What follows belongs to an exercise in optimizing a design on an open flow for small area, a short achievable clock period and few clock cycles; a production flow would make more cautious choices. Function was checked by simulation only, so behaviour that the tests miss may differ from the original. Power is estimated from default activity; no workload was simulated.

// AYUMU
module AYUMU(
	input CLK,
	input RST,
	input [31:0] INPUT,
	output [31:0] OUTPUT,
	output [15:0] IADDR,
	input [15:0] IDATA
);
reg        RUN;       
reg        HOLD;      
reg        TAKE;      
reg [15:0] NPC;       
reg        C_FLAG;
reg        F_FLAG;
reg        INSERV;    
reg [15:0] SAVED_PC;  
reg [8:0]  P_S;       
reg [8:0]  P_C;
reg [8:0]  P_D;
reg [7:0]  R   [0:15];
reg [7:0]  IO  [0:3];
reg [15:0] VEC [0:7];    
reg [7:0]  VSET;
reg [1:0]  ICFG [0:3];    
reg [6:0]  TCFG [0:3];    
assign OUTPUT = {IO[3], IO[2], IO[1], IO[0]};
assign IADDR = NPC;
integer i;
wire [15:0] w = IDATA;
wire f_alui = w[15];
wire f_01   = ~w[15] & w[14];
wire f_alur = f_01 & (w[9:8] == 2'b00);
wire f_cmp  = f_01 & (w[9:8] == 2'b01);
wire f_io   = f_01 & (w[9:8] == 2'b10);
wire f_mem  = f_01 & (w[9:8] == 2'b11);
wire f_x1   = ~w[15] & ~w[14] & w[12];
wire f_jmp  = f_x1 & (w[7:4] == 4'd0);
wire f_not  = f_x1 & (w[7:4] == 4'd1);
wire f_reti = f_x1 & (w[7:4] == 4'd2);
wire a_hi = w[15];
  ...
==> flow/config.mk <==
export PLATFORM = sky130hd
export DESIGN_NAME = AYUMU
export DESIGN_NICKNAME = AYUMU
export VERILOG_FILES = /design/flow/design.v
export SDC_FILE = /design/flow/constraint.sdc
export NUM_CORES = 4
export LEC_CHECK = 0
export CAP_MARGIN = 20
export CORE_MARGIN = 2
export CORE_UTILIZATION = 50
export CTS_CLUSTER_DIAMETER = 80
export CTS_CLUSTER_SIZE = 30
export SLEW_MARGIN = 20
==> flow/constraint.sdc <==
create_clock -name core_clock -period 10.0 [get_ports {CLK}]
set_input_delay 2.0000 -clock core_clock [delete_from_list [all_inputs] [get_ports {CLK}]]
set_output_delay 2.0000 -clock core_clock [all_outputs]
set_load 0.01 [all_outputs]
standard.sh (not shown) runs the stock make flow with config.mk's settings and CLKGATE_MAP_FILE= SYNTH_SCRIPT=/design/flow/synth_recipe.tcl, a recipe that flattens the netlist after the stock synthesis.
==> flow/flow/run.sh <==
#!/bin/bash
set -o pipefail
bash standard.sh SETUP_SLACK_MARGIN=6.25 \
	"BUFFER_PORTS_ARGS=-buffer_cell sky130_fd_sc_hd__buf_4" finish > standard.log 2>&1
The first run completed with no timing, DRC or antenna violations.
Testbench counts at the start, summed over its fixed seeds: cycles 152,112.
Edit:
==> flow/flow/run.sh (replaced) <==
#!/bin/bash
set -o pipefail
bash standard.sh SETUP_SLACK_MARGIN=6.4 \
	"BUFFER_PORTS_ARGS=-buffer_cell sky130_fd_sc_hd__buf_4" finish > standard.log 2>&1
CORE_UTILIZATION = 55   (was 50)
PLACE_DENSITY = 0.65   (was not set)
Die area came out lower by 9.0%.
Core utilization came out higher by 6.8 points.
Synthesized area does not change.
Critical path depth came out lower by 3.
Cell count came out lower by 2.1%.
Register-to-register slack gets worse by 0.20 ns.
Total power came out lower by about 0.55%.
Setup slack gets worse by 0.20 ns.
Final area came out higher by 1.9%.
Edit:
==> flow/flow/run.sh (replaced) <==
#!/bin/bash
set -o pipefail
bash standard.sh SETUP_SLACK_MARGIN=6.5 \
	"BUFFER_PORTS_ARGS=-buffer_cell sky130_fd_sc_hd__buf_4" finish > standard.log 2>&1
CORE_UTILIZATION = 50   (was 55)
PLACE_DENSITY = not set   (was 0.65)
Cell count rises by a few percent.
Worst setup slack gains 0.23 ns.
Wire length hardly moves.
Via count falls slightly.
Core utilization falls by 5.3 points.
Edit:
==> flow/flow/run.sh (replaced) <==
#!/bin/bash
set -o pipefail
bash standard.sh SETUP_SLACK_MARGIN=6.4 \
	"BUFFER_PORTS_ARGS=-buffer_cell sky130_fd_sc_hd__buf_4" finish > standard.log 2>&1
=> Critical path depth came out lower by 1; combinational power drops by about 6%; die area stays the same; count of clock-buffer cells in the layout increases by 28; design area went down by 1.6%; via count decreases by 1.5%.

---

## lane 1
Another version of the RTL of AYUMU (not shown whole).
Size in the first run: about 7100 cells after synthesis, about 98 I/O pins, about 110000 um^2 of cells after synthesis.
Settings: LEC_CHECK=0, CAP_MARGIN=20, CORE_MARGIN=2, CORE_UTILIZATION=60, CTS_CLUSTER_DIAMETER=70, CTS_CLUSTER_SIZE=25, PLACE_DENSITY=0.72, SLEW_MARGIN=20; clock period 10.0 ns.
==> flow/flow/run.sh <==
#!/bin/bash
set -o pipefail
bash standard.sh SETUP_SLACK_MARGIN=6.4 \
	"BUFFER_PORTS_ARGS=-buffer_cell sky130_fd_sc_hd__buf_4" finish > standard.log 2>&1
Testbench counts of lane 1, summed over its fixed seeds: cycles 152,112.
## Diff of input files: lane 2 against lane 1
- PLACE_DENSITY removed (was 0.72)
- CORE_UTILIZATION changed from 60 to 50
==> flow/flow/run.sh <==
#!/bin/bash
set -o pipefail
bash standard.sh SETUP_SLACK_MARGIN=6.5 \
	"BUFFER_PORTS_ARGS=-buffer_cell sky130_fd_sc_hd__buf_4" finish > standard.log 2>&1
==> comparison <==
Measured against lane 1, the first-iteration DRC count of lane 2 comes out at 0.904 times the reference value. Lane 2 has completed all stages; timing, DRC and antenna checks passed. Power share of the combinational group came out higher on lane 2 than on lane 1. Of lane 2 and lane 1, the higher portion of total power attributed to sequential cells belongs to lane 1. Relative to lane 1, the worst slack at placement of lane 2 is lower by 0.30 ns. Comparing lane 2 and lane 1, the lower combined buffer and inverter count along the critical path is on lane 1. Met3 routing resource usage after global routing: lower on lane 2. Compared with lane 1, lane 2 shows layout buffer count excluding clock buffers higher by 17%. Taking lane 1 as the reference, in lane 2 final worst-path setup slack went down 0.27 ns; final area +2100 um^2.

---

Another version of the RTL of AYUMU (not shown whole).
Size in the first run: roughly 98 I/O pins, about 100000 sq um of cells after synthesis.
clock: 10.0 ns
lec_check: 0
cap_margin: 20
core_margin: 2
core_utilization: 50
cts_cluster_diameter: 70
cts_cluster_size: 25
slew_margin: 20
==> flow/flow/run.sh <==
#!/bin/bash
set -o pipefail
bash standard.sh SETUP_SLACK_MARGIN=6.3 \
	"BUFFER_PORTS_ARGS=-buffer_cell sky130_fd_sc_hd__buf_4" finish > standard.log 2>&1
Testbench counts at the start, summed over its fixed seeds: cycles 152,112.
Edit:
==> flow/flow/run.sh (replaced) <==
#!/bin/bash
set -o pipefail
bash standard.sh SETUP_SLACK_MARGIN=6.1 \
	"BUFFER_PORTS_ARGS=-buffer_cell sky130_fd_sc_hd__buf_4" finish > standard.log 2>&1
Outcome: Power rises by 0.33%. Combinational power falls by about 6%. Fmax came out higher by 3.1%. Global-route usage falls by 0.93 points. Synthesized area stays the same. Worst setup slack gets better by 0.12 ns. Non-clock buffer count decreases by 111. Register-to-register slack gains 0.12 ns. Worst hold slack gets better by 0.0036 ns. Synthesized cell count is unchanged.

[afterwards: timing with drivers on the ports]
No port has a modelled driver above. Below, the same layouts with a new extraction and two added sets of constraints.
Step 1 (the two cells are an assumption about what drives the block):
set clk [get_ports {CLK}]
set_driving_cell -lib_cell sky130_fd_sc_hd__clkbuf_16 $clk
set_driving_cell -lib_cell sky130_fd_sc_hd__buf_2 [delete_from_list [all_inputs] $clk]
Step 2 moves the port delays by t, midway between the first and last clock arrival at a register: inputs arrive t later, outputs are due t later. That takes back most of the time a late clock gives input paths.
Three values: no drivers, after step 1, after step 2; two values: the first two.
run | t (ns) | setup slack, ns | worst data-port slew with drivers (ns)
the first run of note 1 | 0.909 | 6.153 / 6.153 / 5.338 | 0.12
the second run of note 1 | 0.895 | 5.956 / 5.956 / 5.512 | 0.12
the third run of note 1 | 0.910 | 6.189 / 6.189 / 5.515 | 0.14
the fourth run of note 1 | 0.932 | 6.217 / 6.217 / 5.389 | 0.13
lane 1 | 0.917 | 5.955 / 5.955 / 5.274 | 0.30
lane 2 | 0.940 | 5.681 / 5.681 / 5.182 | 0.35
the first run of note 3 | 0.939 | 5.880 / 5.880 / 5.247 | 0.08
the second run of note 3 | 0.925 | 6.004 / 6.004 / 5.183 | 0.12
After both steps every run listed still meets setup and hold. The setup slack of the fourth run of note 1, which loses most, moves by 0.000 ns with the drivers and by -0.828 ns with both steps.
